This design comes from an exercise in tuning for small area, a short achievable clock period and few clock cycles on the open sky130 flow, not from production work. The RTL was checked by simulation tests, not by an equivalence proof against the original design. Power figures rest on the tool's default switching activity, not on a simulated workload.

==> design.v <==
module JAM (
input CLK,
input RST,
output reg [2:0] W,
output reg [2:0] J,
input [6:0] Cost,
output reg [3:0] MatchCount,
output reg [9:0] MinCost,
output reg Valid );
reg [7:0] k;
always @(posedge CLK or posedge RST) begin
    if (RST) k <= 0;
    else if (k != 138) k <= k + 1'b1;
end
always @(*) begin
    W = k[5:3];
    J = k[2:0];
end
always @(posedge CLK or posedge RST) begin
    if (RST) Valid <= 1'b0;
    else if (k == 137) Valid <= 1'b1;
end
reg [447:0] m;    
wire [7:0] km1 = k - 1'b1;
wire ld = (k >= 1) && (k <= 64);
integer i;
always @(posedge CLK) begin
    for (i = 0; i < 64; i = i + 1)
        if (i % 8 != 7) m[7*i +: 7] <= m[7*(i+1) +: 7];
        else m[7*i +: 7] <= (ld && km1[5:3] == i / 8) ? Cost : m[7*(i-7) +: 7];
end
reg [9:0] shp;
always @(posedge CLK or posedge RST) begin
    if (RST) shp <= 10'd1;
    else case (k)
        8'd71: shp <= 10'd2;
        8'd79: shp <= 10'd4;
        8'd87: shp <= 10'd8;
        8'd95: shp <= 10'd16;
        8'd103: shp <= 10'd32;
        8'd111: shp <= 10'd64;
        8'd119: shp <= 10'd128;
        8'd127: shp <= 10'd256;
        8'd131: shp <= 10'd512;
        default: ;
    endcase
end
wire [223:0] c;
assign c[0 +: 7] = m[0 +: 7];
assign c[7 +: 7] = cr[7 +: 7];
assign c[14 +: 7] = cr[14 +: 7];
assign c[21 +: 7] = cr[21 +: 7];
assign c[28 +: 7] = m[56 +: 7];
assign c[35 +: 7] = cr[35 +: 7];
assign c[42 +: 7] = cr[42 +: 7];
assign c[49 +: 7] = cr[49 +: 7];
assign c[56 +: 7] = m[112 +: 7];
assign c[63 +: 7] = cr[63 +: 7];
assign c[70 +: 7] = cr[70 +: 7];
assign c[77 +: 7] = cr[77 +: 7];
assign c[84 +: 7] = m[168 +: 7];
assign c[91 +: 7] = cr[91 +: 7];
assign c[98 +: 7] = cr[98 +: 7];
assign c[105 +: 7] = cr[105 +: 7];
assign c[112 +: 7] = cr[112 +: 7];
assign c[119 +: 7] = cr[119 +: 7];
assign c[126 +: 7] = cr[126 +: 7];
assign c[133 +: 7] = m[273 +: 7];
assign c[140 +: 7] = cr[140 +: 7];
assign c[147 +: 7] = cr[147 +: 7];
assign c[154 +: 7] = cr[154 +: 7];
assign c[161 +: 7] = m[329 +: 7];
assign c[168 +: 7] = cr[168 +: 7];
assign c[175 +: 7] = cr[175 +: 7];
assign c[182 +: 7] = cr[182 +: 7];
assign c[189 +: 7] = m[385 +: 7];
assign c[196 +: 7] = cr[196 +: 7];
assign c[203 +: 7] = cr[203 +: 7];
assign c[210 +: 7] = cr[210 +: 7];
assign c[217 +: 7] = m[441 +: 7];
reg [223:0] cr;    
always @(posedge CLK) begin
    cr[7 +: 7] <= ({7{shp[0] | shp[1] | shp[3] | shp[4] | shp[5] | shp[6] | shp[7] | shp[8]}} & m[14 +: 7])
        | ({7{shp[2] | shp[9]}} & m[21 +: 7]);
    cr[14 +: 7] <= ({7{shp[0] | shp[1] | shp[4]}} & m[21 +: 7])
        | ({7{shp[2] | shp[3] | shp[5]}} & m[28 +: 7])
        | ({7{shp[8]}} & m[35 +: 7])
        | ({7{shp[6] | shp[7] | shp[9]}} & m[49 +: 7]);
    cr[21 +: 7] <= ({7{shp[0] | shp[6]}} & m[28 +: 7])
        | ({7{shp[1] | shp[2] | shp[3] | shp[7] | shp[9]}} & m[35 +: 7])
        | ({7{shp[4] | shp[5] | shp[8]}} & m[42 +: 7]);
    cr[35 +: 7] <= ({7{shp[0] | shp[1] | shp[3] | shp[4] | shp[5] | shp[6] | shp[7] | shp[8]}} & m[70 +: 7])
        | ({7{shp[2] | shp[9]}} & m[77 +: 7]);
    cr[42 +: 7] <= ({7{shp[0] | shp[1] | shp[4]}} & m[77 +: 7])
        | ({7{shp[2] | shp[3] | shp[5]}} & m[84 +: 7])
        | ({7{shp[8]}} & m[91 +: 7])
        | ({7{shp[6] | shp[7] | shp[9]}} & m[105 +: 7]);
    cr[49 +: 7] <= ({7{shp[0] | shp[6]}} & m[84 +: 7])
        | ({7{shp[1] | shp[2] | shp[3] | shp[7] | shp[9]}} & m[91 +: 7])
        | ({7{shp[4] | shp[5] | shp[8]}} & m[98 +: 7]);
    cr[63 +: 7] <= ({7{shp[0] | shp[1] | shp[3] | shp[4] | shp[5] | shp[6] | shp[7] | shp[8]}} & m[126 +: 7])
        | ({7{shp[2] | shp[9]}} & m[133 +: 7]);
    cr[70 +: 7] <= ({7{shp[0] | shp[1] | shp[4]}} & m[133 +: 7])
        | ({7{shp[2] | shp[3] | shp[5]}} & m[140 +: 7])
        | ({7{shp[8]}} & m[147 +: 7])
        | ({7{shp[6] | shp[7] | shp[9]}} & m[161 +: 7]);
    cr[77 +: 7] <= ({7{shp[0] | shp[6]}} & m[140 +: 7])
        | ({7{shp[1] | shp[2] | shp[3] | shp[7] | shp[9]}} & m[147 +: 7])
        | ({7{shp[4] | shp[5] | shp[8]}} & m[154 +: 7]);
    cr[91 +: 7] <= ({7{shp[0] | shp[1] | shp[3] | shp[4] | shp[5] | shp[6] | shp[7] | shp[8]}} & m[182 +: 7])
        | ({7{shp[2] | shp[9]}} & m[189 +: 7]);
    cr[98 +: 7] <= ({7{shp[0] | shp[1] | shp[4]}} & m[189 +: 7])
        | ({7{shp[2] | shp[3] | shp[5]}} & m[196 +: 7])
        | ({7{shp[8]}} & m[203 +: 7])
        | ({7{shp[6] | shp[7] | shp[9]}} & m[217 +: 7]);
    cr[105 +: 7] <= ({7{shp[0] | shp[6]}} & m[196 +: 7])
        | ({7{shp[1] | shp[2] | shp[3] | shp[7] | shp[9]}} & m[203 +: 7])
        | ({7{shp[4] | shp[5] | shp[8]}} & m[210 +: 7]);
    cr[112 +: 7] <= ({7{shp[2] | shp[9]}} & m[238 +: 7])
        | ({7{shp[3] | shp[5] | shp[6] | shp[7] | shp[8]}} & m[245 +: 7])
        | ({7{shp[4]}} & m[259 +: 7])
        | ({7{shp[0] | shp[1]}} & m[273 +: 7]);
    cr[119 +: 7] <= ({7{shp[1] | shp[4] | shp[7] | shp[8] | shp[9]}} & m[252 +: 7])
        | ({7{shp[0] | shp[5] | shp[6]}} & m[259 +: 7])
        | ({7{shp[2] | shp[3]}} & m[266 +: 7]);
    cr[126 +: 7] <= ({7{shp[0] | shp[1] | shp[6] | shp[7] | shp[9]}} & m[266 +: 7])
        | ({7{shp[2] | shp[3] | shp[4] | shp[5] | shp[8]}} & m[273 +: 7]);
    cr[140 +: 7] <= ({7{shp[2] | shp[9]}} & m[294 +: 7])
        | ({7{shp[3] | shp[5] | shp[6] | shp[7] | shp[8]}} & m[301 +: 7])
        | ({7{shp[4]}} & m[315 +: 7])
        | ({7{shp[0] | shp[1]}} & m[329 +: 7]);
    cr[147 +: 7] <= ({7{shp[1] | shp[4] | shp[7] | shp[8] | shp[9]}} & m[308 +: 7])
        | ({7{shp[0] | shp[5] | shp[6]}} & m[315 +: 7])
        | ({7{shp[2] | shp[3]}} & m[322 +: 7]);
    cr[154 +: 7] <= ({7{shp[0] | shp[1] | shp[6] | shp[7] | shp[9]}} & m[322 +: 7])
        | ({7{shp[2] | shp[3] | shp[4] | shp[5] | shp[8]}} & m[329 +: 7]);
    cr[168 +: 7] <= ({7{shp[2] | shp[9]}} & m[350 +: 7])
        | ({7{shp[3] | shp[5] | shp[6] | shp[7] | shp[8]}} & m[357 +: 7])
        | ({7{shp[4]}} & m[371 +: 7])
        | ({7{shp[0] | shp[1]}} & m[385 +: 7]);
    cr[175 +: 7] <= ({7{shp[1] | shp[4] | shp[7] | shp[8] | shp[9]}} & m[364 +: 7])
        | ({7{shp[0] | shp[5] | shp[6]}} & m[371 +: 7])
        | ({7{shp[2] | shp[3]}} & m[378 +: 7]);
    cr[182 +: 7] <= ({7{shp[0] | shp[1] | shp[6] | shp[7] | shp[9]}} & m[378 +: 7])
        | ({7{shp[2] | shp[3] | shp[4] | shp[5] | shp[8]}} & m[385 +: 7]);
    cr[196 +: 7] <= ({7{shp[2] | shp[9]}} & m[406 +: 7])
        | ({7{shp[3] | shp[5] | shp[6] | shp[7] | shp[8]}} & m[413 +: 7])
        | ({7{shp[4]}} & m[427 +: 7])
        | ({7{shp[0] | shp[1]}} & m[441 +: 7]);
    cr[203 +: 7] <= ({7{shp[1] | shp[4] | shp[7] | shp[8] | shp[9]}} & m[420 +: 7])
        | ({7{shp[0] | shp[5] | shp[6]}} & m[427 +: 7])
        | ({7{shp[2] | shp[3]}} & m[434 +: 7]);
    cr[210 +: 7] <= ({7{shp[0] | shp[1] | shp[6] | shp[7] | shp[9]}} & m[434 +: 7])
        | ({7{shp[2] | shp[3] | shp[4] | shp[5] | shp[8]}} & m[441 +: 7]);
end
localparam [23:0] PAIRS = {2'd2,2'd3, 2'd1,2'd3, 2'd1,2'd2, 2'd0,2'd3, 2'd0,2'd2, 2'd0,2'd1};
reg [7:0] pa_v [0:3][0:5];
reg       pa_d [0:3][0:5];
reg [7:0] s0, s1;
integer g, e;
always @(posedge CLK) begin
    for (g = 0; g < 4; g = g + 1)
        for (e = 0; e < 6; e = e + 1) begin
            s0 = c[7*(8*g+PAIRS[4*e+2 +: 2]) +: 7] + c[7*(8*g+4+PAIRS[4*e +: 2]) +: 7];
            s1 = c[7*(8*g+PAIRS[4*e +: 2]) +: 7] + c[7*(8*g+4+PAIRS[4*e+2 +: 2]) +: 7];
            pa_v[g][e] <= (s1 < s0) ? s1 : s0;
            pa_d[g][e] <= (s1 == s0);
        end
end
reg [8:0] sp_v [0:1][0:2];
reg [3:0] sp_n [0:1][0:2];
reg [8:0] ta, tb;
reg [2:0] na, nb;
integer h, q;
always @(posedge CLK) begin
    for (h = 0; h < 2; h = h + 1)
        for (q = 0; q < 3; q = q + 1) begin
            ta = pa_v[2*h][q] + pa_v[2*h+1][5-q];
            na = (pa_d[2*h][q] ? 3'd2 : 3'd1) << pa_d[2*h+1][5-q];
            tb = pa_v[2*h][5-q] + pa_v[2*h+1][q];
            nb = (pa_d[2*h][5-q] ? 3'd2 : 3'd1) << pa_d[2*h+1][q];
            sp_v[h][q] <= (tb < ta) ? tb : ta;
            sp_n[h][q] <= (tb < ta) ? {1'b0, nb} : (tb == ta) ? na + nb : {1'b0, na};
        end
end
reg [8:0] hb_v [0:1];
reg [3:0] hb_n [0:1];
reg lt01, lt02, lt12, eq01, eq02, eq12;
always @(posedge CLK) begin
    for (h = 0; h < 2; h = h + 1) begin
        lt01 = sp_v[h][0] < sp_v[h][1];
        lt02 = sp_v[h][0] < sp_v[h][2];
        lt12 = sp_v[h][1] < sp_v[h][2];
        eq01 = sp_v[h][0] == sp_v[h][1];
        eq02 = sp_v[h][0] == sp_v[h][2];
        eq12 = sp_v[h][1] == sp_v[h][2];
        if ((lt01 || eq01) && (lt02 || eq02)) begin
            hb_v[h] <= sp_v[h][0];
            hb_n[h] <= sp_n[h][0] + (eq01 ? sp_n[h][1] : 4'd0) + (eq02 ? sp_n[h][2] : 4'd0);
        end
        else if (!lt01 && (lt12 || eq12)) begin
            hb_v[h] <= sp_v[h][1];
            hb_n[h] <= sp_n[h][1] + (eq12 ? sp_n[h][2] : 4'd0);
        end
        else begin
            hb_v[h] <= sp_v[h][2];
            hb_n[h] <= sp_n[h][2];
        end
    end
end
wire [9:0] tot = hb_v[0] + hb_v[1];
wire [3:0] totn = hb_n[0] * hb_n[1];
wire accum = (k >= 68) && (k < 138);
always @(posedge CLK or posedge RST) begin
    if (RST) begin
        MinCost <= 10'h3ff;
        MatchCount <= 0;
    end
    else if (accum) begin
        if (tot < MinCost) begin
            MinCost <= tot;
            MatchCount <= totn;
        end
        else if (tot == MinCost) MatchCount <= MatchCount + totn;
    end
end
endmodule
==> run.sh <==
#!/bin/bash
# synth_recipe.tcl (not shown) runs the flow's synth.tcl, then flattens the netlist and writes it again
# the make line also repeats each setting of config.mk as NAME=value (left out here)
make -C /OpenROAD-flow-scripts/flow DESIGN_CONFIG=/design/flow/config.mk WORK_HOME=/design/flow/orfs CLKGATE_MAP_FILE= SYNTH_SCRIPT=/design/flow/synth_recipe.tcl finish
==> config.mk <==
export PLATFORM = sky130hd
export DESIGN_NAME = JAM
export DESIGN_NICKNAME = JAM
export VERILOG_FILES = /design/flow/design.v
export SDC_FILE = /design/flow/constraint.sdc
export NUM_CORES = 4
export LEC_CHECK = 0
export ABC_CLOCK_PERIOD_IN_PS = 3000
export CAP_MARGIN = 20
export CORE_MARGIN = 2
export CORE_UTILIZATION = 40
export SETUP_SLACK_MARGIN = 1.5
export SLEW_MARGIN = 20
==> constraint.sdc <==
create_clock -name core_clock -period 6.0 [get_ports {CLK}]
set_input_delay 1.2000 -clock core_clock [delete_from_list [all_inputs] [get_ports {CLK}]]
set_output_delay 1.2000 -clock core_clock [all_outputs]
set_load 0.01 [all_outputs]
==> summary.txt, run 1 <==
Final Cycle Share: 0.678
Final RePlAce weighted congestion: 0.957
Post-synthesis sequential area ratio: 0.369
Relative slew slack: 0.340
Maximum clock rate: 246 MHz
Rows: 133
First-pass GRT wire length: 227 mm
Crit Path Class: reg2reg
Syn Nets: 6195
Non-Filler Cell Area, Final: 58700 um2
Number of global-route vias before repair: 37881
Ant diodes: 0
DP Worst Slack: 1780 ps
Yosys warnings: 7
R2R depth: 12
Hold_ws: 325 ps
Final ANT Viol Nets: 0
Peak VDD IR: 0.232 mV
Iter 0 DRT Violations: 2566
Total power: 15.4 mW
TritonCTS clock tree: done
Worst min path class: reg2reg
Most frequent cells in the layout: dfxtp_1, ha_1, inv_1
Max Slew Vio Count: 0
Area grow syn2layout: 10.6%
H-tree Lvls: 3
# clock sinks: 969
Sequential Area: 19600 um2
Ports: 30
Final Setup Violations: 0
Number of synthesized flops with an enable pin: 0
Hold depth: 0
Largest net degree at the start of global routing: 57
DRC Markers: 0
Async SR Flop Fraction: 0.0341
Leak Pwr: 28.9 nW
Die area: 136000 um2
Gr usage total: 0.219
Crit path max fanout: 8
Initial antenna violation count: 7
Total Nets Final: 6266
CTS buffer count: 99
Placeable Area: 132000 um2
Required time worst endpoint: 6550 ps
Gr ovfl total: 0
RSZ-0062 raised after global routing: false
Post-Synthesis Cells: 5296
Hold Violations, Final: 0
Clock Latency Late Sink: 710 ps
Fin Setup TNS: 0 ps
Dpl hpwl: 119 mm
Vias per cell: 5.28
Layout cells sized above 1: 0.0854
Max Root-Sink Buffers: 3
Startpoint types: register
Die Width: 368 um
Yosys cell types: 64
Minimum clock period: 4070 ps
Mapped Area: 53100 um2
Outcome: complete, no violations
Synth Flop Type: dfxtp_1
Worst-Margin Slew: 989 ps
First-pass DRT Iterations: 9
Post-route setup slack: 1930 ps
Die H: 368 um
WL/cell: 20.8 um
Total number of vias: 38032
FILL cells: 12309
Avg Inst Size Synth: 10.0 um2
Root Driver: clkbuf_16
Critical Path AT: 4620 ps
Non-Filler Instances: 7202
Post-Place Cell Area: 55400 um2
Final setup skew: 55.5 ps
Port Buffers: 29
Initial core utilization: 0.403
Critical Path End Type: register
Yosys reg bits: 969
PwrDens: 262 nW/um2
Commonest non-fill, non-tap cell in the layout: dfxtp_1
DP Cell Count: 7019
WL final: 150 mm
Final Util: 0.446
Max-cap violations: 0
Register clock-pin slew on the reported worst setup and hold paths: 60 ps
Multi-input logic area: 30800 um2
-- cell type report --
| cell class | count | share of cell area |
|---|---|---|
| multi-input combinational | 3616 | 0.525 |
| clock inverter | 50 | 0.00967 |
| timing repair buffer | 48 | 0.00737 |
| sequential | 969 | 0.333 |
| clock buffer | 131 | 0.0470 |
| tap | 1755 | 0.0374 |
| inverter | 633 | 0.0404 |
-- cell families after synthesis --
logic type / after synthesis / share of synthesized area
AOI/OAI and AO/OA: 1167 / 0.148
DFF: 969 / 0.369
buffers and inverters: 711 / 0.0510
muxes: 413 / 0.0830
and+or+nand+nor: 867 / 0.0827
adders and majority gates: 890 / 0.221
xor gates and xnor gates: 279 / 0.0460
-- where the power goes --
part	internal, mW	switching (mW)	leakage (nW)
logic	1.00	1.14	19.1
registers	6.75	0.244	8.15
clock network	3.54	2.69	1.61
-- cell usage after synthesis (37+ instances only) --
cell / number / area share
a21o_1: 169 / 0.024
a21oi_1: 286 / 0.027
a222oi_1: 84 / 0.016
a22o_1: 59 / 0.0097
a22oi_1: 57 / 0.0081
clkbuf_1: 44 / 0.0031
dfxtp_1: 936 / 0.35
fa_1: 78 / 0.029
ha_1: 812 / 0.19
inv_1: 633 / 0.045
mux2_2: 216 / 0.046
mux2i_1: 195 / 0.037
nand2_1: 157 / 0.011
nand2b_1: 72 / 0.0085
nand4_1: 66 / 0.0078
nor2_1: 268 / 0.019
nor2b_1: 103 / 0.012
nor3_1: 51 / 0.0048
o21a_1: 82 / 0.012
o21ai_0: 176 / 0.017
o21bai_1: 48 / 0.0068
o22ai_1: 37 / 0.0044
or2_2: 39 / 0.0046
xnor2_1: 169 / 0.028
xor2_1: 110 / 0.018
-- sequential cells by signal (all words and copies together) (netlist names) --
signal and count:
Valid 1, hb_n 8, k 8, sp_n 24, hb_v 18, c 168
shp 10, sp_v 54, pa_d 24, pa_v 192, MatchCount 4, MinCost 10
m 448
-- critical path, stage by stage, from the launching register on --
cell	delay (ps)
dfxtp_1	530
inv_1	250
fa_1	510
nor2b_1	140
o21a_1	130
o21ai_0	120
and4b_1	220
nor3_1	320
inv_1	90
ha_1	310
nand4_1	120
o21ai_1	700
mux2_2	480
-- repair_timing --
action,4_1_cts,5_1_grt
buffers inserted,0,2
gates resized for setup,0,0
hold buffers,0,0
setup endpoints to repair,0,1
-- per-layer routing --
layer | part of all wire | track usage | up-vias
met1 | 0.45 | 0.285 | 18038
li1 | - | - | 18838
met4 | 0.043 | 0.0914 | 2
met2 | 0.46 | 0.366 | 899
met3 | 0.047 | 0.0263 | 255
met5 | 0.000087 | 0 | -
-- final timing paths --
kind,to,slack [ps],startpoint
setup / recovery,pa_v[23][0]$_DFF_P_,1930,m[386]$_DFF_P_
hold / removal,m[61]$_DFF_P_,320,m[68]$_DFF_P_
setup reg to reg,pa_v[23][0]$_DFF_P_,1930,m[386]$_DFF_P_
hold reg to reg,m[61]$_DFF_P_,320,m[68]$_DFF_P_
max in group asynchronous,k[1]$_DFFE_PP0N_,4340,RST
min in group asynchronous,MatchCount[3]$_DFFE_PP0P_,1050,RST
Testbench counts, summed over its fixed seeds: cycles 1,668.
==> inputs of run 2 (changes only) <==
==> config.mk (replaced) <==
export PLATFORM = sky130hd
export DESIGN_NAME = JAM
export DESIGN_NICKNAME = JAM
export VERILOG_FILES = /design/flow/design.v
export SDC_FILE = /design/flow/constraint.sdc
export NUM_CORES = 4
export LEC_CHECK = 0
export ABC_AREA = 1
export CAP_MARGIN = 20
export CORE_MARGIN = 2
export CORE_UTILIZATION = 40
export SLEW_MARGIN = 20
==> summary.txt, run 2 <==
Dpl hpwl: 131 mm (+10%)
Final RePlAce weighted congestion: 0.967 (+1.0%)
Max Root-Sink Buffers: 3 (unchanged)
H-tree Lvls: 3 (unchanged)
Worst-Margin Slew: 969 ps (-20.4 ps)
DRC Markers: 0 (unchanged)
Die Width: 373 um (+1.3%)
FILL cells: 13273 (+7.8%)
Layout cells sized above 1: 0.0379 (-0.0475)
Number of synthesized flops with an enable pin: 0 (unchanged)
Minimum clock period: 4180 ps (+108 ps)
Most frequent cells in the layout: nand2_1, dfxtp_1, inv_1
Synth Flop Type: dfxtp_1
Yosys reg bits: 969 (unchanged)
PwrDens: 268 nW/um2 (+2.6%)
Share of the synthesized area in the top cell type: 0.344 (-0.00882)
CTS resizes: 0 (unchanged)
First-pass GRT wire length: 253 mm (+12%)
Final Cycle Share: 0.696 (+0.0181)
Yosys top cell by area: dfxtp_1
Setup repair bufs after CTS: 0 (unchanged)
Crit path max fanout: 13 (+5)
Async SR Flop Fraction: 0.0341 (unchanged)
Total number of vias: 44778 (+18%)
Post-synthesis sequential area ratio: 0.359 (-0.00922)
Met2 WL post-DR: 77.3 mm (+12%)
CTS buffer count: 104 (+5.1%)
Top layer reached by signal wires: met4
Most common library cells after synthesis: nand2_1, dfxtp_1, inv_1
Port Buffers: 29 (unchanged)
Worst min path class: reg2reg
Register clock-pin slew on the reported worst setup and hold paths: 60 ps (about the same)
Reg2Reg Setup Slack: 1820 ps (-110 ps)
Rows: 135 (+1.5%)
Max FFs per register: 448 (unchanged)
TritonCTS clock tree: done
Critical Path AT: 4740 ps (+120 ps)
Ports: 30 (unchanged)
Required time worst endpoint: 6570 ps (+20 ps)
Leak Pwr: 31.2 nW (+8.1%)
# clock sinks: 969 (unchanged)
Final setup skew: 92.0 ps (+36.4 ps)
Met1 WL: 72.4 mm (+6.8%)
Crit path from: m[386]$_DFF_P_
Iter 0 DRT Violations: 2970 (+16%)
Syn Nets: 7695 (+24%)
Fin Setup TNS: 0 ps (unchanged)
R2R depth: 17 (+5)
DP Cell Count: 8509 (+21%)
Peak VDD IR: 0.254 mV (+9.9%)
CTS Hold Bufs: 0 (unchanged)
Gr usage total: 0.235 (+0.0165)
Max Slew Vio Count: 0 (unchanged)
CP endpoint: pa_v[23][0]$_DFF_P_
Clock Latency Late Sink: 760 ps (+50 ps)
Number of global-route vias before repair: 43657 (+15%)
Final Setup Violations: 0 (unchanged)
Vias per cell: 5.15 (-2.5%)
Worst flop-to-flop path endpoint: pa_v[23][0]$_DFF_P_
RSZ-0062 raised after global routing: false
Die H: 373 um (+1.3%)
Reg-to-reg startpoint: m[386]$_DFF_P_
Hold Violations, Final: 0 (unchanged)
Maximum clock rate: 239 MHz (-2.6%)
Non-Filler Instances: 8701 (+21%)
Yosys cell types: 46 (-28%)
Critical Path End Type: register
Initial core utilization: 0.403 (-0.000870)
Avg Inst Size Synth: 8.02 um2 (-20%)
WL final: 165 mm (+10%)
Top cells by area, synth: dfxtp_1, ha_1, nand2_1
Total Nets Final: 7733 (+23%)
Largest net degree at the start of global routing: 57 (unchanged)
Most numerous cell in the Yosys netlist: nand2_1
Crit Path Class: reg2reg
Met3 WL: 7.07 mm (about the same)
Initial antenna violation count: 5 (-2)
Root Driver: clkbuf_16
Gr ovfl total: 0 (unchanged)
Commonest non-fill, non-tap cell in the layout: nand2_1
Yosys warnings: 7 (unchanged)
First-pass DRT Iterations: 6 (-3)
Relative slew slack: 0.354 (+0.0136)
Final ANT Viol Nets: 0 (unchanged)
Ant diodes: 0 (unchanged)
Mapped Area: 54500 um2 (+2.6%)
Area grow syn2layout: 10.5% (about the same)
Die area: 139000 um2 (+2.5%)
Outcome: complete, no violations
WL/cell: 19.0 um (-9.0%)
Max-cap violations: 0 (unchanged)
Placeable Area: 135000 um2 (+2.8%)
Biggest register: m
Post-Synthesis Cells: 6796 (+28%)
Startpoint types: register
run 2: critical path, stage by stage (launching register included):
cell and delay [ps]:
dfxtp_1 510, inv_1 260, fa_1 510, inv_1 70, nand3_1 60, nand2_1 120
nand2_1 60, a21oi_1 160, nor2_1 60, nand2_1 50, nand2_1 80, ha_1 310
nand2_1 70, nor2_1 40, a211oi_1 210, nor2b_1 640, inv_1 210, o21ai_0 570
run 2: how the worst min path moves through the flow:
stage	startpoint	end	slack, ps	cells past startpoint
final	m[197]$_DFF_P_	m[190]$_DFF_P_	300	0
after global routing	m[197]$_DFF_P_	m[190]$_DFF_P_	320	0
after CTS	m[197]$_DFF_P_	m[190]$_DFF_P_	300	0
after detailed placement	m[125]$_DFF_P_	m[118]$_DFF_P_	310	0
after global placement	m[124]$_DFF_P_	m[117]$_DFF_P_	310	0
after floorplan	m[7]$_DFF_P_	m[0]$_DFF_P_	310	0
run 2: kinds of logic (layout without fill, tap and decap cells):
| group | count (synthesis) | count (layout) | share of synthesized area |
|---|---|---|---|
| adder cells (fa/ha/maj) | 890 | 890 | 0.215 |
| flip-flops | 969 | 969 | 0.359 |
| buffers and inverters | 963 | 1087 | 0.0678 |
| AND/OR/NAND/NOR | 2604 | 2604 | 0.202 |
| XOR/XNOR | 243 | 243 | 0.0391 |
| AO/OA/AOI/OAI | 1127 | 1127 | 0.117 |
run 2: routing by layer:
| layer | global-route usage | up-vias |
|---|---|---|
| met5 | 0 | - |
| met4 | 0.110 | 0 |
| met3 | 0.0253 | 313 |
| met2 | 0.404 | 997 |
| met1 | 0.296 | 20762 |
| li1 | - | 22706 |
run 2: per-stage QoR:
stage	worst slack, ps	utilization	power (mW)	instance area, um2	hold WS [ps]
final	1820	0.445	16.2	60200	301
after global routing	1490	0.445	17.0	60200	321
after CTS	1870	0.445	16.3	60200	303
after detailed placement	1910	0.418	9.70	56600	312
after global placement	1820	0.418	9.67	56600	310
after floorplan	3210	-	8.94	54500	310
run 2: area by class of cell:
class / count / area (um2) / share of cell area
Inverter: 853 / 3200 / 0.0532
Timing Repair Buffer: 42 / 388 / 0.00644
Sequential cell: 969 / 19600 / 0.325
Multi-Input combinational cell: 4864 / 31200 / 0.518
Tap cell: 1781 / 2230 / 0.0370
Clock buffer: 142 / 2960 / 0.0491
Clock inverter: 50 / 638 / 0.0106
run 2: report_power, final:
group	total [mW]	internal (mW)	leakage, nW	switching (mW)
logic	2.48	0.843	21.3	1.63
registers	7.08	6.79	8.16	0.285
clock network	6.61	3.80	1.73	2.81
total	16.2	11.4	31.2	4.72
==> inputs of run 3 (changes only) <==
--- a/config.mk
+++ b/config.mk
@@ -5,7 +5,6 @@
 export SDC_FILE = /design/flow/constraint.sdc
 export NUM_CORES = 4
 export LEC_CHECK = 0
-export ABC_AREA = 1
 export CAP_MARGIN = 20
 export CORE_MARGIN = 2
 export CORE_UTILIZATION = 40
==> summary.txt, run 3 <==
Yosys top cell by area: dfxtp_1
CP endpoint: MatchCount[3]$_DFFE_PP0P_
Startpoint types: register
Dpl hpwl: 119 mm (-9.3%)
Post-synthesis sequential area ratio: 0.369 (+0.00922)
Max Slew Vio Count: 0 (unchanged)
Ports: 30 (unchanged)
Post-Place Cell Area: 55400 um2 (-2.1%)
# clock sinks: 969 (unchanged)
Reg2Reg Setup Slack: 1810 ps (about the same)
Root Driver: clkbuf_16
Vias per cell: 5.29 (+2.8%)
Mapped Area: 53100 um2 (-2.5%)
Setup repair bufs after CTS: 0 (unchanged)
Final RePlAce weighted congestion: 0.957 (-0.99%)
Total Nets Final: 6264 (-19%)
Number of synthesized flops with an enable pin: 0 (unchanged)
Max Root-Sink Buffers: 3 (unchanged)
Yosys reg bits: 969 (unchanged)
Iter 0 DRT Violations: 2681 (-9.7%)
Minimum clock period: 4190 ps (+13.8 ps)
Total number of vias: 38106 (-15%)
CTS Hold Bufs: 0 (unchanged)
Final Setup Violations: 0 (unchanged)
Peak VDD IR: 0.231 mV (-9.0%)
Outcome: complete, no violations
Async SR Flop Fraction: 0.0341 (unchanged)
H-tree Lvls: 3 (unchanged)
Die Width: 368 um (-1.2%)
Post-Synthesis Cells: 5296 (-22%)
Gr ovfl total: 0 (unchanged)
Share of the synthesized area in the top cell type: 0.353 (+0.00882)
Maximum clock rate: 239 MHz (-0.33%)
Most common library cells after synthesis: dfxtp_1, ha_1, inv_1
Required time worst endpoint: 6530 ps (-40 ps)
Final Cycle Share: 0.698 (+0.00230)
Crit path max fanout: 13 (unchanged)
Gr usage total: 0.219 (-0.0165)
Yosys warnings: 7 (unchanged)
Worst min path class: reg2reg
Hold depth: 0 (unchanged)
Top cells by area, synth: dfxtp_1, ha_1, mux2_2
Most numerous cell in the Yosys netlist: dfxtp_1
Syn Nets: 6195 (-19%)
TritonCTS clock tree: done
Non-Filler Cell Area, Final: 58700 um2 (-2.5%)
Hold Violations, Final: 0 (unchanged)
Ant diodes: 0 (unchanged)
FILL cells: 12308 (-7.3%)
Final setup skew: 55.0 ps (-37.0 ps)
R2R depth: 13 (-4)
WL/cell: 20.8 um (+9.8%)
PwrDens: 261 nW/um2 (-2.8%)
Relative slew slack: 0.325 (-0.0290)
Area grow syn2layout: 10.6% (about the same)
First-pass DRT Iterations: 9 (+3)
Biggest register: m
Final Util: 0.446 (+0.00118)
Clock Latency Late Sink: 710 ps (-50 ps)
Crit Path Class: reg2reg
Initial antenna violation count: 7 (+2)
Worst-Margin Slew: 1010 ps (+41.1 ps)
RSZ-0062 raised after global routing: false
Avg Inst Size Synth: 10.0 um2 (+25%)
Initial core utilization: 0.403 (+0.000870)
Commonest non-fill, non-tap cell in the layout: dfxtp_1
Most frequent cells in the layout: dfxtp_1, ha_1, inv_1
First-pass GRT wire length: 227 mm (-10%)
Final ANT Viol Nets: 0 (unchanged)
Layout cells sized above 1: 0.0850 (+0.0472)
Synth Flop Type: dfxtp_1
Worst flop-to-flop path endpoint: MatchCount[3]$_DFFE_PP0P_
Rows: 133 (-1.5%)
Leak Pwr: 28.9 nW (-7.5%)
Max-cap violations: 0 (unchanged)
Register clock-pin slew on the reported worst setup and hold paths: 60 ps (about the same)
CTS buffer count: 99 (-4.8%)
Max FFs per register: 448 (unchanged)
Placeable Area: 132000 um2 (-2.7%)
Port Buffers: 29 (unchanged)
Critical Path End Type: register
Number of global-route vias before repair: 37881 (-13%)
DRC Markers: 0 (unchanged)
Largest net degree at the start of global routing: 57 (unchanged)
Yosys cell types: 64 (+39%)
Reg-to-reg startpoint: hb_v[0][0]$_DFF_P_
Die area: 136000 um2 (-2.5%)
Fin Setup TNS: 0 ps (unchanged)
Crit path from: hb_v[0][0]$_DFF_P_
CTS resizes: 0 (unchanged)
Die H: 368 um (-1.2%)
WL final: 150 mm (-9.2%)
Critical Path AT: 4720 ps (-20 ps)
==> run 3: cell count changes in the layout (fill, tap and decap cells not counted), sizes merged, moves of 79 or more <==
cell / previous run / this run
nand2: 1740 / 163
nand3: 346 / 28
mux2: 0 / 218
inv: 853 / 639
o21ai: 405 / 200
mux2i: 0 / 195
a21oi: 427 / 286
a21o: 30 / 169
nand4: 174 / 66
a222oi: 0 / 84
nor2b: 24 / 103
==> run 3: layout make-up <==
class / count / area, um2 / share of cell area
Clock inverter: 50 / 568 / 0.00967
Clock buffer: 131 / 2760 / 0.0470
Tap cell: 1755 / 2200 / 0.0374
Inverter: 633 / 2380 / 0.0405
Multi-Input combinational cell: 3616 / 30800 / 0.525
Timing Repair Buffer: 46 / 418 / 0.00712
Sequential cell: 969 / 19600 / 0.333
==> run 3: how the worst min path moves through the flow <==
stage          slack [ps]        endpoint      startpoint
6_report              330  m[342]$_DFF_P_  m[349]$_DFF_P_
5_1_grt               330  m[227]$_DFF_P_  m[234]$_DFF_P_
4_1_cts               330  m[397]$_DFF_P_  m[404]$_DFF_P_
3_5_place_dp          310  m[115]$_DFF_P_  m[122]$_DFF_P_
3_3_place_gp          310  m[282]$_DFF_P_  m[289]$_DFF_P_
2_1_floorplan         310    m[0]$_DFF_P_    m[7]$_DFF_P_
==> run 3: routing by layer <==
layer  part of all wire  track usage  vias to the layer above
met4              0.044       0.0914                        2
met3              0.050       0.0263                      266
met5           0.000087            0                        -
met2               0.46        0.366                      921
met1               0.45        0.285                    18078
li1                   -            -                    18839
==> run 3: worst max-delay path, stage by stage, from the launching register on <==
cell and delay [ps]:
dfxtp_1 300, ha_1 210, fa_1 400, a21o_1 190, a211oi_1 240, nor2_1 90, o41ai_1 330, xnor2_1 140
ha_1 310, nand4_1 150, o211ai_1 610, nand2b_1 550, nor2b_1 80, or4_1 470
==> run 3: through the flow <==
stage	hold WS [ps]	total power, mW	setup slack (ps)	instances
finish	326	15.3	1810	7200
global route	327	16.0	1440	7200
global placement	310	9.21	1860	7019
CTS	325	15.5	1770	7200
floorplan	310	8.64	2500	5296
detailed placement	312	9.24	1780	7019
==> run 3: cell families (layout without fill, tap and decap cells) <==
family	count (synthesis)	in the layout	synth area share
AO/OA/AOI/OAI	1167	1167	0.148
AND/OR/NAND/NOR	867	867	0.0827
adder cells (fa/ha/maj)	890	890	0.221
flip-flops	969	969	0.369
XOR/XNOR	279	279	0.0460
multiplexers	413	413	0.0830
buffers and inverters	711	860	0.0510
==> run 3: report_power, final <==
group / total, mW / switching, mW / internal (mW)
combinational: 2.11 / 1.13 / 0.971
clock: 6.23 / 2.69 / 3.54
sequential: 7.00 / 0.244 / 6.75
total: 15.3 / 4.07 / 11.3
==> inputs of run 4 (changes only) <==
--- a/design.v
+++ b/design.v
@@ -10,7 +10,7 @@
 reg [7:0] k;
 always @(posedge CLK or posedge RST) begin
     if (RST) k <= 0;
-    else if (k != 138) k <= k + 1'b1;
+    else if (k != 134) k <= k + 1'b1;
 end
 always @(*) begin
     W = k[5:3];
@@ -18,7 +18,7 @@
 end
 always @(posedge CLK or posedge RST) begin
     if (RST) Valid <= 1'b0;
-    else if (k == 137) Valid <= 1'b1;
+    else if (k == 133) Valid <= 1'b1;
 end
 reg [447:0] m;    
 wire [7:0] km1 = k - 1'b1;
@@ -33,15 +33,15 @@
 always @(posedge CLK or posedge RST) begin
     if (RST) shp <= 10'd1;
     else case (k)
-        8'd71: shp <= 10'd2;
-        8'd79: shp <= 10'd4;
-        8'd87: shp <= 10'd8;
-        8'd95: shp <= 10'd16;
-        8'd103: shp <= 10'd32;
-        8'd111: shp <= 10'd64;
-        8'd119: shp <= 10'd128;
-        8'd127: shp <= 10'd256;
-        8'd131: shp <= 10'd512;
+        8'd67: shp <= 10'd2;
+        8'd75: shp <= 10'd4;
+        8'd83: shp <= 10'd8;
+        8'd91: shp <= 10'd16;
+        8'd99: shp <= 10'd32;
+        8'd107: shp <= 10'd64;
+        8'd115: shp <= 10'd128;
+        8'd123: shp <= 10'd256;
+        8'd127: shp <= 10'd512;
         default: ;
     endcase
 end
@@ -210,7 +210,7 @@
 end
 wire [9:0] tot = hb_v[0] + hb_v[1];
 wire [3:0] totn = hb_n[0] * hb_n[1];
-wire accum = (k >= 68) && (k < 138);
+wire accum = (k >= 64) && (k < 134);
 always @(posedge CLK or posedge RST) begin
     if (RST) begin
         MinCost <= 10'h3ff;
--- a/config.mk
+++ b/config.mk
@@ -8,4 +8,5 @@
 export CAP_MARGIN = 20
 export CORE_MARGIN = 2
 export CORE_UTILIZATION = 40
+export SETUP_SLACK_MARGIN = 3.5
 export SLEW_MARGIN = 20
==> summary.txt, run 4 <==
Outcome: complete, no violations
Die Width: 369 um (+0.16%)
Gr usage total: 0.237 (+0.0179)
Port Buffers: 29 (unchanged)
Async SR Flop Fraction: 0.0341 (unchanged)
Leak Pwr: 33.3 nW (+15%)
Number of global-route vias before repair: 41585 (+9.8%)
Yosys warnings: 7 (unchanged)
PwrDens: 237 nW/um2 (-9.1%)
Required time worst endpoint: 6600 ps (+70 ps)
Yosys cell types: 79 (+23%)
Final Cycle Share: 0.556 (-0.142)
Rows: 133 (unchanged)
Initial core utilization: 0.404 (+0.000791)
Worst-Margin Slew: 963 ps (-47.0 ps)
Largest net degree at the start of global routing: 57 (unchanged)
Initial antenna violation count: 11 (+4)
CTS Hold Bufs: 0 (unchanged)
Die area: 136000 um2 (+0.32%)
Critical Path End Type: register
Placeable Area: 132000 um2 (+0.13%)
Vias per cell: 5.29 (-0.11%)
Hold Violations, Final: 0 (unchanged)
DRC Markers: 0 (unchanged)
Hold_sp: m[348]$_DFF_P_
Synth Flop Type: dfxtp_1
Final ANT Viol Nets: 0 (unchanged)
RSZ-0062 raised after global routing: true
Biggest register: m
Final setup skew: 65.3 ps (+10.3 ps)
Worst min path class: reg2reg
CP endpoint: hb_n[1][3]$_DFF_P_
Number of synthesized flops with an enable pin: 0 (unchanged)
Syn Nets: 6208 (+0.21%)
Root Driver: clkbuf_16
Max-cap violations: 0 (unchanged)
Reg-to-reg startpoint: sp_v[4][6]$_DFF_P_
Gr ovfl total: 0 (unchanged)
Fin Setup TNS: 0 ps (unchanged)
Yosys reg bits: 969 (unchanged)
Register clock-pin slew on the reported worst setup and hold paths: 60 ps (about the same)
Ports: 30 (unchanged)
Minimum clock period: 3340 ps (-852 ps)
Total power: 16.9 mW (+10%)
First-pass GRT wire length: 246 mm (+8.6%)
Post-route setup slack: 2660 ps (+852 ps)
Top cells by area, synth: dfxtp_1, ha_1, inv_1
Final RePlAce weighted congestion: 0.942 (-1.6%)
Dpl hpwl: 122 mm (+3.3%)
Max Slew Vio Count: 0 (unchanged)
H-tree Lvls: 3 (unchanged)
Commonest non-fill, non-tap cell in the layout: dfxtp_1
First-pass DRT Iterations: 7 (-2)
Peak VDD IR: 0.267 mV (+15%)
Reg2Reg Setup Slack: 2660 ps (+850 ps)
Max Root-Sink Buffers: 3 (unchanged)
Die H: 369 um (+0.16%)
Crit path from: sp_v[4][6]$_DFF_P_
R2R depth: 14 (+1)
DP Worst Slack: 2330 ps (+551 ps)
Layout cells sized above 1: 0.355 (+0.270)
TritonCTS clock tree: done
Total number of vias: 41486 (+8.9%)
Max FFs per register: 448 (unchanged)
Crit path max fanout: 3 (-10)
Most common library cells after synthesis: dfxtp_1, ha_1, inv_1
WL final: 166 mm (+11%)
Total Nets Final: 6904 (+10%)
Most numerous cell in the Yosys netlist: dfxtp_1
WL/cell: 21.2 um (+1.8%)
Critical Path AT: 3940 ps (-780 ps)
CTS buffer count: 99 (unchanged)
Most frequent cells in the layout: dfxtp_1, ha_1, inv_1
Avg Inst Size Synth: 10.0 um2 (about the same)
Worst flop-to-flop path endpoint: hb_n[1][3]$_DFF_P_
Share of the synthesized area in the top cell type: 0.352 (-0.00113)
Startpoint types: register
Post-Synthesis Cells: 5310 (+0.26%)
# clock sinks: 969 (unchanged)
Crit Path Class: reg2reg
Post-synthesis sequential area ratio: 0.367 (-0.00119)
Area grow syn2layout: 33.8%
Final Setup Violations: 0 (unchanged)
Mapped Area: 53300 um2 (+0.32%)
Clock Latency Late Sink: 730 ps (+20 ps)
Yosys top cell by area: dfxtp_1
Iter 0 DRT Violations: 2711 (+1.1%)
Maximum clock rate: 300 MHz (+26%)
Relative slew slack: 0.358 (+0.0330)
## run 4: cell count changes after synthesis, sizes merged, moves of 3 or more
cell	change
buf	+7
mux2	-3
nor3	-3
xnor2	-7
and2	+3
and4	+4
nor2	+8
mux2i	+3
nand3	-6
nand4	-6
xor2	+4
## run 4: how the worst min path moves through the flow
stage                                end  slack [ps]  cells past startpoint
after floorplan           m[113]$_DFF_P_         310                      0
after global placement      m[1]$_DFF_P_         310                      0
after detailed placement    m[0]$_DFF_P_         310                      0
after CTS                 m[397]$_DFF_P_         290                      0
after global routing      m[286]$_DFF_P_         300                      0
final                     m[341]$_DFF_P_         290                      0
## run 4: critical path, cell delays in order, from the launching register on
cell and delay (ps):
dfxtp_2 340, inv_1 90, ha_1 330, nand2_1 110, nor4_4 200, buf_4 180, nand2_1 70, fa_1 530
inv_2 50, fa_2 410, xnor2_2 240, xnor2_2 130, and3_4 170, o32ai_2 250, o211ai_1 110
## run 4: layout make-up
| type | count | area, um2 |
|---|---|---|
| Antenna cell | 2 | 5.00 |
| Clock buffer | 135 | 2860 |
| Fill cell | 11286 | 60500 |
| Timing Repair Buffer | 679 | 6130 |
| Inverter | 633 | 2380 |
| Clock inverter | 50 | 604 |
| Multi-Input combinational cell | 3624 | 37200 |
| Sequential cell | 969 | 20000 |
| Tap cell | 1755 | 2200 |
## run 4: stage by stage
| stage | hold WS [ps] | std cells | utilization | instance area [um2] |
|---|---|---|---|---|
| 6_report | 293 | 7847 | 0.541 | 71300 |
| 5_1_grt | 297 | 7846 | 0.541 | 71300 |
| 3_3_place_gp | 309 | 7020 | 0.441 | 58200 |
| 4_1_cts | 287 | 7686 | 0.519 | 68500 |
| 3_5_place_dp | 312 | 7020 | 0.441 | 58200 |
| 2_1_floorplan | 309 | 5310 | - | 56000 |
## run 4: what timing repair did
item                                    CTS  global route
gates resized for setup                 837           348
gates cloned                              1             0
pin swaps                               360           340
endpoints found under the setup margin  482           392
buffers inserted                        480           159
## run 4: cells by family after synthesis
family / after synthesis / synth area share
compound gates: 1173 / 0.149
buf+inv: 717 / 0.0521
flops: 969 / 0.367
fa+ha+maj: 889 / 0.220
mux: 413 / 0.0836
simple gates: 873 / 0.0830
xor+xnor: 276 / 0.0455
## run 4: where the power goes
part	internal [mW]	switching, mW
Clock	3.65	2.78
Sequential	6.74	0.268
Combinational	1.82	1.65
Total	12.2	4.70
## run 4: layer usage
metal / part of all wire / track usage / up-vias
li1: - / - / 20106
met1: 0.46 / 0.322 / 20136
met2: 0.46 / 0.389 / 988
met3: 0.053 / 0.0311 / 254
met4: 0.031 / 0.0728 / 2
met5: 0.000096 / 0 / -
Testbench counts of run 4, summed over its fixed seeds: cycles 1,620.
==> inputs of run 5 (changes only) <==
--- a/config.mk
+++ b/config.mk
@@ -8,5 +8,5 @@
 export CAP_MARGIN = 20
 export CORE_MARGIN = 2
 export CORE_UTILIZATION = 40
-export SETUP_SLACK_MARGIN = 3.5
+export SETUP_SLACK_MARGIN = 2.5
 export SLEW_MARGIN = 20
==> summary.txt, run 5 <==
Share of the synthesized area in the top cell type: 0.352 (unchanged)
First-pass GRT wire length: 230 mm (-6.7%)
Die area: 136000 um2 (unchanged)
Die H: 369 um (unchanged)
Critical Path AT: 4000 ps (+60 ps)
Initial antenna violation count: 7 (-4)
WL final: 155 mm (-7.1%)
Max-cap violations: 0 (unchanged)
Register clock-pin slew on the reported worst setup and hold paths: 60 ps (about the same)
Max FFs per register: 448 (unchanged)
Iter 0 DRT Violations: 2532 (-6.6%)
Hold EP: m[4]$_DFF_P_
Rows: 133 (unchanged)
Hold_sp: m[11]$_DFF_P_
Reg-to-reg startpoint: m[274]$_DFF_P_
Biggest register: m
Yosys top cell by area: dfxtp_1
Crit path max fanout: 8 (+5)
Final Setup Violations: 0 (unchanged)
Peak VDD IR: 0.240 mV (-10%)
Final RePlAce weighted congestion: 0.943 (about the same)
Vias per cell: 5.31 (+0.39%)
Crit Path Class: reg2reg
Hold depth: 0 (unchanged)
Reg2Reg Setup Slack: 2580 ps (-80 ps)
Commonest non-fill, non-tap cell in the layout: dfxtp_1
Number of global-route vias before repair: 37921 (-8.8%)
Final Cycle Share: 0.570 (+0.0131)
Sequential Area: 19700 um2 (-1.4%)
Most frequent cells in the layout: dfxtp_1, ha_1, inv_1
Synth Flop Type: dfxtp_1
Total number of vias: 38741 (-6.6%)
Critical Path End Type: register
Placeable Area: 132000 um2 (unchanged)
Outcome: complete, no violations
WL/cell: 21.2 um (-0.17%)
Post-Synthesis Cells: 5310 (unchanged)
Die Width: 369 um (unchanged)
Post-synthesis sequential area ratio: 0.367 (unchanged)
Hold Violations, Final: 0 (unchanged)
Most common library cells after synthesis: dfxtp_1, ha_1, inv_1
Minimum clock period: 3420 ps (+78.8 ps)
Yosys warnings: 7 (unchanged)
Max Slew Vio Count: 0 (unchanged)
# clock sinks: 969 (unchanged)
Multi-input logic area: 31900 um2 (-14%)
Clock Latency Late Sink: 720 ps (about the same)
Most numerous cell in the Yosys netlist: dfxtp_1
Max Root-Sink Buffers: 3 (unchanged)
Non-Filler Instances: 7299 (-7.0%)
Gr ovfl total: 0 (unchanged)
Fin Setup TNS: 0 ps (unchanged)
Gr usage total: 0.222 (-0.0148)
Avg Inst Size Synth: 10.0 um2 (unchanged)
H-tree Lvls: 3 (unchanged)
DP Cell Count: 7023 (+0.043%)
Top cells by area, synth: dfxtp_1, ha_1, inv_1
Total Nets Final: 6355 (-8.0%)
Relative slew slack: 0.341 (-0.0168)
PwrDens: 266 nW/um2 (+12%)
Required time worst endpoint: 6580 ps (-20 ps)
Number of synthesized flops with an enable pin: 0 (unchanged)
Root Driver: clkbuf_16
Final setup skew: 43.6 ps (-21.7 ps)
TritonCTS clock tree: done
FILL cells: 12340 (+9.3%)
Maximum clock rate: 293 MHz (-2.3%)
Total power: 16.2 mW (-4.2%)
Area grow syn2layout: 14.3%
Worst min path class: reg2reg
Yosys reg bits: 969 (unchanged)
DRC Markers: 0 (unchanged)
RSZ-0062 raised after global routing: true
Hold_ws: 313 ps (+19.6 ps)
Dpl hpwl: 120 mm (-2.2%)
Worst flop-to-flop path endpoint: pa_v[16][4]$_DFF_P_
Startpoint types: register
Async SR Flop Fraction: 0.0341 (unchanged)
Leak Pwr: 29.7 nW (-11%)
Yosys cell types: 79 (unchanged)
Layout cells sized above 1: 0.137 (-0.218)
Largest net degree at the start of global routing: 57 (unchanged)
Initial core utilization: 0.404 (unchanged)
Port Buffers: 29 (unchanged)
Syn Nets: 6208 (unchanged)
R2R depth: 13 (-1)
Worst-Margin Slew: 988 ps (+25.2 ps)
Ports: 30 (unchanged)
CTS buffer count: 103 (+4.0%)
First-pass DRT Iterations: 6 (-1)
Mapped Area: 53300 um2 (unchanged)
Final ANT Viol Nets: 0 (unchanged)
==> run 5: cell counts after synthesis <==
No cell type changed its count.
==> run 5: through the flow <==
step                utilization  area (um2)  setup WS (ps)
detailed placement        0.421       55500           2030
finish                    0.462       60900           2580
floorplan                     -       53300           2510
global route              0.462       60900           2410
global placement          0.421       55500           2040
CTS                       0.452       59600           2480
==> run 5: timing repair <==
item / CTS / global route
hold buffers: 0 / 0
setup endpoints to repair: 241 / 247
pin swaps: 12 / 64
gates cloned: 0 / 1
resized for setup: 101 / 185
setup buffers: 10 / 73
==> run 5: kinds of logic after synthesis <==
logic type	synth area share
AND/OR/NAND/NOR	0.0830
adder cells (fa/ha/maj)	0.220
multiplexers	0.0836
buffers and inverters	0.0521
XOR/XNOR	0.0455
AO/OA/AOI/OAI	0.149
flip-flops	0.367
==> run 5: critical path: stages (launching register included) <==
cell and delay, ps:
dfxtp_4 410, clkinvlp_4 180, buf_4 180, fa_1 450, nor2b_1 130, o21a_1 140, o21ai_0 120, and4b_1 220
nor3_2 200, inv_1 60, ha_1 300, nand4_1 170, o21ai_4 350, mux2_2 380
==> run 5: worst max path at each step <==
stage | slack, ps | endpoint | from
floorplan | 2510 | hb_n[1][3]$_DFF_P_ | sp_v[4][6]$_DFF_P_
global placement | 2040 | pa_v[22][1]$_DFF_P_ | m[386]$_DFF_P_
detailed placement | 2030 | pa_v[1][7]$_DFF_P_ | m[57]$_DFF_P_
CTS | 2480 | sp_v[2][0]$_DFF_P_ | pa_v[8][0]$_DFF_P_
global route | 2410 | pa_v[16][0]$_DFF_P_ | m[274]$_DFF_P_
finish | 2580 | pa_v[16][4]$_DFF_P_ | m[274]$_DFF_P_
==> run 5: layout make-up <==
type	count	share of cell area
multi-input cells	3624	0.524
flip-flops and latches	969	0.323
clock buffers	130	0.0471
inverters	633	0.0391
well taps	1755	0.0361
repair buffers	126	0.0179
clock inverters	61	0.0129
diodes	1	0.0000411
==> run 5: report_power, final <==
part | switching (mW) | internal [mW]
Sequential | 0.250 | 6.75
Combinational | 1.28 | 1.17
Clock | 2.82 | 3.92
==> run 5: layer usage <==
layer,track usage,vias up,wire length (um)
li1,-,19036,-
met1,0.296,18599,70000
met2,0.365,899,70700
met3,0.0353,203,8780
met4,0.0733,4,5080
met5,0,-,23
==> inputs of run 6 (changes only) <==
--- a/config.mk
+++ b/config.mk
@@ -7,6 +7,6 @@
 export LEC_CHECK = 0
 export CAP_MARGIN = 20
 export CORE_MARGIN = 2
-export CORE_UTILIZATION = 40
+export CORE_UTILIZATION = 65
 export SETUP_SLACK_MARGIN = 2.5
 export SLEW_MARGIN = 20
==> summary.txt, run 6 <==
Total power: 15.8 mW (-2.3%)
Yosys top cell by area: dfxtp_1
Final Util: 0.740 (+0.278)
Placeable Area: 80800 um2 (-39%)
DP Worst Slack: 1850 ps (-188 ps)
Root Driver: clkbuf_16
Peak VDD IR: 0.434 mV (+81%)
First-pass GRT wire length: 223 mm (-3.0%)
Most frequent cells in the layout: dfxtp_1, ha_1, inv_1
Maximum clock rate: 290 MHz (-0.76%)
Most numerous cell in the Yosys netlist: dfxtp_1
Minimum clock period: 3440 ps (+26.1 ps)
Crit path max fanout: 8 (unchanged)
Buf+Inv Stages, Crit Path: 1 (-2)
Family with the most delay on the worst path: compound AO/OA/AOI/OAI gates
Startpoint types: register
Iter 0 DRT Violations: 3170 (+25%)
Share of the synthesized area in the top cell type: 0.352 (unchanged)
Post-route setup slack: 2560 ps (-26.1 ps)
Number of synthesized flops with an enable pin: 0 (unchanged)
Final ANT Viol Nets: 0 (unchanged)
DP Cell Count: 6330 (-9.9%)
Post-Place Cell Area: 54600 um2 (-1.5%)
Die Width: 290 um (-21%)
Yosys cell types: 79 (unchanged)
Outcome: complete, no violations
Non-Filler Instances: 6604 (-9.5%)
Main combinational cell family by area after synthesis: adder cells
Largest net degree at the start of global routing: 57 (unchanged)
Biggest register: m
Gr ovfl total: 0 (unchanged)
Async SR Flop Fraction: 0.0341 (unchanged)
Fin Setup TNS: 0 ps (unchanged)
WL final: 150 mm (-2.7%)
CTS Hold Bufs: 0 (unchanged)
Hold_ws: 296 ps (-17.5 ps)
Final RePlAce weighted congestion: 0.994 (+5.4%)
Max Slew Vio Count: 0 (unchanged)
Final Setup Violations: 0 (unchanged)
H-tree Lvls: 3 (unchanged)
Final setup skew: 62.4 ps (+18.8 ps)
Dpl hpwl: 116 mm (-3.5%)
Critical Path AT: 3970 ps (-30 ps)
Max-cap violations: 0 (unchanged)
Initial antenna violation count: 10 (+3)
Mapped Area: 53300 um2 (unchanged)
Synth Flop Type: dfxtp_1
Vias per cell: 5.99 (+13%)
Cell breakdown of the critical path: ha_1 -> fa_1 -> a21o_1 -> a21oi_1 -> o21bai_1 -> a21oi_1 -> xor2_1 -> ha_1 -> a21o_1 -> a21oi_2 -> o21ai_4 -> buf_12 -> mux2_2
RSZ-0062 raised after global routing: true
Critical Path End Type: register
CP peak stage delay: 410 ps (-40 ps)
Top cells by area, synth: dfxtp_1, ha_1, inv_1
Worst-Margin Slew: 1010 ps (+17.9 ps)
Multiplexer share of the synthesized area: 0.0836 (unchanged)
PwrDens: 264 nW/um2 (-0.57%)
First-pass DRT Iterations: 6 (unchanged)
Commonest non-fill, non-tap cell in the layout: dfxtp_1
Most common library cells after synthesis: dfxtp_1, ha_1, inv_1
Die area: 84300 um2 (-38%)
Hold Violations, Final: 0 (unchanged)
Post-synthesis sequential area ratio: 0.367 (unchanged)
Port Buffers: 29 (unchanged)
Crit Path Class: reg2reg
Ports: 30 (unchanged)
Total number of vias: 39543 (+2.1%)
Post-synthesis adder-cell area fraction: 0.220 (unchanged)
WL/cell: 22.8 um (+7.6%)
Gr usage total: 0.346 (+0.124)
Register clock-pin slew on the reported worst setup and hold paths: 60 ps (about the same)
Post-Synthesis Cells: 5310 (unchanged)
# clock sinks: 969 (unchanged)
Max FFs per register: 448 (unchanged)
Worst min path class: reg2reg
Final Cycle Share: 0.574 (+0.00435)
Number of global-route vias before repair: 37858 (-0.17%)
Leak Pwr: 29.6 nW (-0.31%)
Yosys reg bits: 969 (unchanged)
Crit-path slowest cell: fa_1
Yosys warnings: 7 (unchanged)
Rows: 104 (-22%)
Non-Filler Cell Area, Final: 59800 um2 (-1.8%)
DRC Markers: 0 (unchanged)
Clock Latency Late Sink: 710 ps (about the same)
Die H: 290 um (-21%)
Post-Synth Simple-Gate Area: 0.0830 (unchanged)
TritonCTS clock tree: done
Syn Nets: 6208 (unchanged)
Area grow syn2layout: 12.3%
Layout cells sized above 1: 0.134 (-0.00304)
Relative slew slack: 0.329 (-0.0119)
CTS buffer count: 96 (-6.8%)
Area fraction in compound gates after synthesis: 0.149 (unchanged)
Max Root-Sink Buffers: 3 (unchanged)
Total Nets Final: 6359 (+0.063%)
Required time worst endpoint: 6530 ps (-50 ps)
Initial core utilization: 0.659 (+0.255)
Avg Inst Size Synth: 10.0 um2 (unchanged)
Synth Area in XOR/XNOR: 0.0455 (unchanged)
## run 6: cell count changes in the layout (fill, tap and decap cells not counted), moves of 7 or more
cell	previous run	this run
a21oi_2	42	32
a21boi_1	18	11
buf_4	89	99
a21oi_1	244	254
## run 6: final cells by class
class | instances | area (um2)
well taps | 1060 | 1330
diodes | 2 | 5.00
flip-flops and latches | 969 | 19700
fillers | 5902 | 21000
inverters | 633 | 2380
clock inverters | 50 | 622
clock buffers | 129 | 2740
repair buffers | 137 | 1190
multi-input cells | 3624 | 31900
## run 6: final timing paths
| path | from | to | slack (ps) | cells after the start |
|---|---|---|---|---|
| min | m[120]$_DFF_P_ | m[113]$_DFF_P_ | 300 | 0 |
| max | m[0]$_DFF_P_ | pa_v[1][0]$_DFF_P_ | 2560 | 13 |
| min in group asynchronous | RST | MatchCount[3]$_DFFE_PP0P_ | 980 | 3 |
| max reg2reg | m[0]$_DFF_P_ | pa_v[1][0]$_DFF_P_ | 2560 | 13 |
| max in group asynchronous | RST | k[2]$_DFFE_PP0N_ | 4640 | 3 |
| min reg2reg | m[120]$_DFF_P_ | m[113]$_DFF_P_ | 300 | 0 |
## run 6: cell families (layout without fill, tap and decap cells)
group,count (synthesis),in the layout
other,0,2
flip-flops,969,969
AND/OR/NAND/NOR,873,873
multiplexers,413,413
XOR/XNOR,276,276
buffers and inverters,717,949
AO/OA/AOI/OAI,1173,1173
adder cells (fa/ha/maj),889,889
## run 6: report_power, final
group / internal, mW / switching, mW
Sequential: 6.75 / 0.260
Clock: 3.53 / 2.73
Combinational: 1.21 / 1.33
## run 6: what timing repair did
action                                  CTS  global route
gates resized for setup                  95           184
endpoints found under the setup margin  255           261
pin swaps                                 9            64
setup buffers                            12            78
gates cloned                              0             3
## run 6: metal layers
metal	up-vias	global-route usage	routed length [um]
met3	239	0.0720	12800
met4	0	0.0917	3890
li1	19020	-	-
met1	18947	0.498	69700
met5	-	0	0
met2	1337	0.526	64000

-- static timing again, ports no longer ideal --
No port has a modelled driver above. Below, the same layouts with a new extraction and two added sets of constraints.
Step 1: set_driving_cell puts a clkbuf_16 on CLK and a buf_2 on each other input, an assumption about the parent block.
Step 2 adds t to the input delays and takes it off the output delays; t is the mean of the earliest and latest rising clock arrival at the registers after step 1. Input paths then give back, and output paths get back, about the clock's delay inside the block.
a / b / c = ideal ports / drivers / drivers and shift; a / b = the first two.
| run | t (ns) | slack for setup (ns) | latest minus earliest clock arrival (ns) | slew at the worst register clock pin (ns) | worst slew at a driven data input, ns |
|---|---|---|---|---|---|
| run 1 | 0.754 | 1.932 / 1.932 / 1.932 | 0.058 / 0.058 | 0.07 / 0.07 | 0.04 |
| run 2 | 0.788 | 1.823 / 1.823 / 1.823 | 0.105 / 0.105 | 0.07 / 0.07 | 0.03 |
| run 3 | 0.754 | 1.809 / 1.809 / 1.809 | 0.058 / 0.059 | 0.07 / 0.07 | 0.04 |
| run 4 | 0.782 | 2.662 / 2.662 / 2.662 | 0.066 / 0.066 | 0.08 / 0.08 | 0.03 |
| run 5 | 0.766 | 2.583 / 2.583 / 2.583 | 0.058 / 0.058 | 0.07 / 0.07 | 0.05 |
| run 6 | 0.748 | 2.557 / 2.533 / 2.557 | 0.062 / 0.063 | 0.07 / 0.07 | 0.04 |
After both steps every run listed still meets setup and hold.
